From an optimization exercise on the open Yosys and OpenROAD flow, aimed at small area, a short achievable clock period and few clock cycles; shortcuts taken in it are not production practice. At most, simulation tests tie the RTL to the original design; equivalence was not proved. Power is estimated from default activity; no workload was simulated.

Setup of run 4:
Design gpio_top, start of the top module:
module gpio_top(
	wb_clk_i, wb_rst_i, wb_cyc_i, wb_adr_i, wb_dat_i, wb_sel_i, wb_we_i, wb_stb_i,
	wb_dat_o, wb_ack_o, wb_err_o, wb_inta_o,
	aux_i,
	ext_pad_i, ext_pad_o, ext_padoe_o,
	clk_pad_i
);
==> module gpio_aoi222, before the edit <==
module gpio_aoi222(a1, a2, b1, b2, c1, c2, y);
input  a1, a2, b1, b2, c1, c2;
output y;
assign y = ~((a1 & a2) | (b1 & b2) | (c1 & c2));
endmodule
==> module gpio_rbit_c, before the edit <==
module gpio_rbit_c(s, r, y);
input  [9:0] s, r;
output       y;
wire x0, x1, x2;
gpio_aoi222 u0 (.a1(s[1]), .a2(r[1]), .b1(s[2]), .b2(r[2]), .c1(s[3]), .c2(r[3]), .y(x0));
gpio_aoi222 u1 (.a1(s[4]), .a2(r[4]), .b1(s[5]), .b2(r[5]), .c1(s[7]), .c2(r[7]), .y(x1));
gpio_aoi222 u2 (.a1(s[8]), .a2(r[8]), .b1(s[9]), .b2(r[9]), .c1(s[0]), .c2(r[0]), .y(x2));
assign y = ~(x0 & x1 & x2 & ~(s[6] & r[6]));
endmodule
==> module gpio_rbit, before the edit <==
module gpio_rbit(s, r, y);
input  [9:0] s;
input  [8:0] r;
output       y;
wire x0, x1, x2;
gpio_aoi222 u0 (.a1(s[1]), .a2(r[1]), .b1(s[2]), .b2(r[2]), .c1(s[3]), .c2(r[3]), .y(x0));
gpio_aoi222 u1 (.a1(s[4]), .a2(r[4]), .b1(s[5]), .b2(r[5]), .c1(s[7]), .c2(r[6]), .y(x1));
gpio_aoi222 u2 (.a1(s[8]), .a2(r[7]), .b1(s[9]), .b2(r[8]), .c1(s[0]), .c2(r[0]), .y(x2));
assign y = ~(x0 & x1 & x2);
endmodule
clock: 5.0 ns
lec_check: 0
cap_margin: 20
core_margin: 2
core_utilization: 40
cts_cluster_diameter: 80
cts_cluster_size: 24
place_density: 0.6
setup_slack_margin: 2.0
slew_margin: 20
synth_hierarchical: 1
synth_minimum_keep_size: 0
standard.sh (not shown) runs the stock make flow with config.mk's settings and CLKGATE_MAP_FILE= SYNTH_SCRIPT=/design/flow/synth_recipe.tcl, a recipe that flattens the netlist after the stock synthesis.
==> flow/flow/run.sh <==
#!/bin/bash
# The standard layout (standard.sh, its synthesis unchanged), with:
#  - every port buffered by a small buf cell instead of the default delay
#    buffer;
#  - clock tree synthesis with clkbuf_8 buffers, sink clusters of at most
#    16 flip-flops, and no dummy loads;
#  - more antenna repair iterations after detailed routing;
#  - a check of the finished layout for antenna violations; if any remain,
#    the layout is made again with the placement density lower bound
#    nudged, at most three times in all.
# Each attempt's tool output goes to standard_N.log, each check's to
# check_N.log.
export BUFFER_PORTS_ARGS="-buffer_cell sky130_fd_sc_hd__buf_1"
export MAX_REPAIR_ANTENNAS_ITER_DRT=10
export CTS_ARGS="-sink_clustering_enable -repair_clock_nets -sink_clustering_size 16 -sink_clustering_max_diameter 60 -dont_use_dummy_load -buf_list sky130_fd_sc_hd__clkbuf_8"
RES=orfs/results/sky130hd/gpio_top/base/6_final.odb
cat > check_antennas.tcl <<EOT
read_db $RES
set n [check_antennas]
puts "ANTENNA_VIOLATIONS \$n"
EOT
addons=(0 0.2 0.3)
for n in 1 2 3; do
  if [[ $n -gt 1 ]]; then
    rm -rf orfs out/final.def
    mkdir -p out
    export PLACE_DENSITY_LB_ADDON=${addons[$((n-1))]}
  fi
  bash standard.sh > standard_$n.log 2>&1
  status=$?
  if [[ $status -eq 0 && -f out/final.def && -f $RES ]]; then
    openroad -no_init -exit check_antennas.tcl > check_$n.log 2>&1
    if grep -q '^ANTENNA_VIOLATIONS 0$' check_$n.log; then
      exit 0
    fi
  fi
done
exit 0
Testbench counts of run 4, summed over its fixed seeds: cycles 24,000.
Here is what was changed in the inputs of run 5 compared with run 4.
--- a/flow/design.v
+++ b/flow/design.v
@@ -231,17 +231,28 @@
 gpio_nand3 u0 (.a(tn[0]), .b(tn[1]), .c(tn[2]), .y(s[0]));
 endmodule
-module gpio_aoi222(a1, a2, b1, b2, c1, c2, y);
-input  a1, a2, b1, b2, c1, c2;
-output y;
-assign y = ~((a1 & a2) | (b1 & b2) | (c1 & c2));
+module gpio_and4(a, b, c, d, y);
+input  a, b, c, d;
+output y;
+assign y = a & b & c & d;
+endmodule
+module gpio_nand4(a, b, c, d, y);
+input  a, b, c, d;
+output y;
+assign y = ~(a & b & c & d);
 endmodule
 module gpio_rbit_c(s, r, y);
 input  [9:0] s, r;
 output       y;
-wire x0, x1, x2;
-gpio_aoi222 u0 (.a1(s[1]), .a2(r[1]), .b1(s[2]), .b2(r[2]), .c1(s[3]), .c2(r[3]), .y(x0));
-gpio_aoi222 u1 (.a1(s[4]), .a2(r[4]), .b1(s[5]), .b2(r[5]), .c1(s[7]), .c2(r[7]), .y(x1));
-gpio_aoi222 u2 (.a1(s[8]), .a2(r[8]), .b1(s[9]), .b2(r[9]), .c1(s[0]), .c2(r[0]), .y(x2));
-assign y = ~(x0 & x1 & x2 & ~(s[6] & r[6]));
+wire [9:0] x;
+wire z0, z1;
+genvar k;
+generate
+	for (k = 0; k < 10; k = k + 1) begin : t
+		gpio_nand2 u (.a(s[k]), .b(r[k]), .y(x[k]));
+	end
+endgenerate
+gpio_and4  u0 (.a(x[1]), .b(x[2]), .c(x[3]), .d(x[4]), .y(z0));
+gpio_and4  u1 (.a(x[5]), .b(x[6]), .c(x[7]), .d(x[8]), .y(z1));
+gpio_nand4 u2 (.a(z0), .b(z1), .c(x[9]), .d(x[0]), .y(y));
 endmodule
 module gpio_rbit(s, r, y);
@@ -249,8 +260,17 @@
 input  [8:0] r;
 output       y;
-wire x0, x1, x2;
-gpio_aoi222 u0 (.a1(s[1]), .a2(r[1]), .b1(s[2]), .b2(r[2]), .c1(s[3]), .c2(r[3]), .y(x0));
-gpio_aoi222 u1 (.a1(s[4]), .a2(r[4]), .b1(s[5]), .b2(r[5]), .c1(s[7]), .c2(r[6]), .y(x1));
-gpio_aoi222 u2 (.a1(s[8]), .a2(r[7]), .b1(s[9]), .b2(r[8]), .c1(s[0]), .c2(r[0]), .y(x2));
-assign y = ~(x0 & x1 & x2);
-endmodule
+wire [8:0] x;
+wire z0, z1;
+gpio_nand2 u_t0 (.a(s[0]), .b(r[0]), .y(x[0]));
+gpio_nand2 u_t1 (.a(s[1]), .b(r[1]), .y(x[1]));
+gpio_nand2 u_t2 (.a(s[2]), .b(r[2]), .y(x[2]));
+gpio_nand2 u_t3 (.a(s[3]), .b(r[3]), .y(x[3]));
+gpio_nand2 u_t4 (.a(s[4]), .b(r[4]), .y(x[4]));
+gpio_nand2 u_t5 (.a(s[5]), .b(r[5]), .y(x[5]));
+gpio_nand2 u_t6 (.a(s[7]), .b(r[6]), .y(x[6]));
+gpio_nand2 u_t7 (.a(s[8]), .b(r[7]), .y(x[7]));
+gpio_nand2 u_t8 (.a(s[9]), .b(r[8]), .y(x[8]));
+gpio_and4  u0 (.a(x[1]), .b(x[2]), .c(x[3]), .d(x[4]), .y(z0));
+gpio_and4  u1 (.a(x[5]), .b(x[6]), .c(x[7]), .d(x[8]), .y(z1));
+gpio_nand3 u2 (.a(z0), .b(z1), .c(x[0]), .y(y));
+endmodule
Results
Summary: worst hold slack, run 5 worse than run 4
Relative to run 4, the wire length of the first global-routing pass measured on run 5 has increased by a few percent.
Clock group share of total power ends up lower on run 4.
Against run 4, run 5 reports a global routing usage summed across all routing layers that is higher.
The number of antenna violations at the first check in global routing in run 5 was lower than what run 4 gave.
Of run 4 and run 5, run 5 shows the higher final cell count without fillers, with run 4 below it.
Looking at relative contribution of combinational cells to total power, run 5 sits 0.5 points above run 4.
Changes observed in run 5 relative to run 4: non-clock buffer count higher, clock transition time at the flip-flop clock pins of the worst setup and hold paths held steady, power consumption went up about 2.5%.
The RTL of run 5 was laid out without a check of its function.

static timing again, ports no longer ideal:
The flow's constraints put no driver on any port. The routed layouts listed below were extracted and timed again, unchanged, in two steps. Step 1 (the two cells are an assumption about what drives the block):
set clk [get_ports {wb_clk_i}]
set_driving_cell -lib_cell sky130_fd_sc_hd__clkbuf_16 $clk
set_driving_cell -lib_cell sky130_fd_sc_hd__buf_2 [delete_from_list [all_inputs] $clk]
Step 2 moves the port delays by t, midway between the first and last clock arrival at a register: inputs arrive t later, outputs are due t later. That takes back most of the time a late clock gives input paths. Three values: ideal, step 1, step 2; two values: the first two.
run	shift t [ns]	setup WS [ns]	worst setup path at the end	slew at the worst register clock pin (ns)	worst data-port slew with drivers (ns)
run 4	0.649	1.607 / 1.498 / 1.388	input to register	0.10 / 0.10	0.11
run 5	0.659	1.734 / 1.651 / 1.579	input to register	0.10 / 0.10	0.12
After both steps setup and hold are still met in every run listed. For run 4, which loses most, drivers alone change the setup slack by -0.109 ns; drivers and shift together by -0.219 ns.
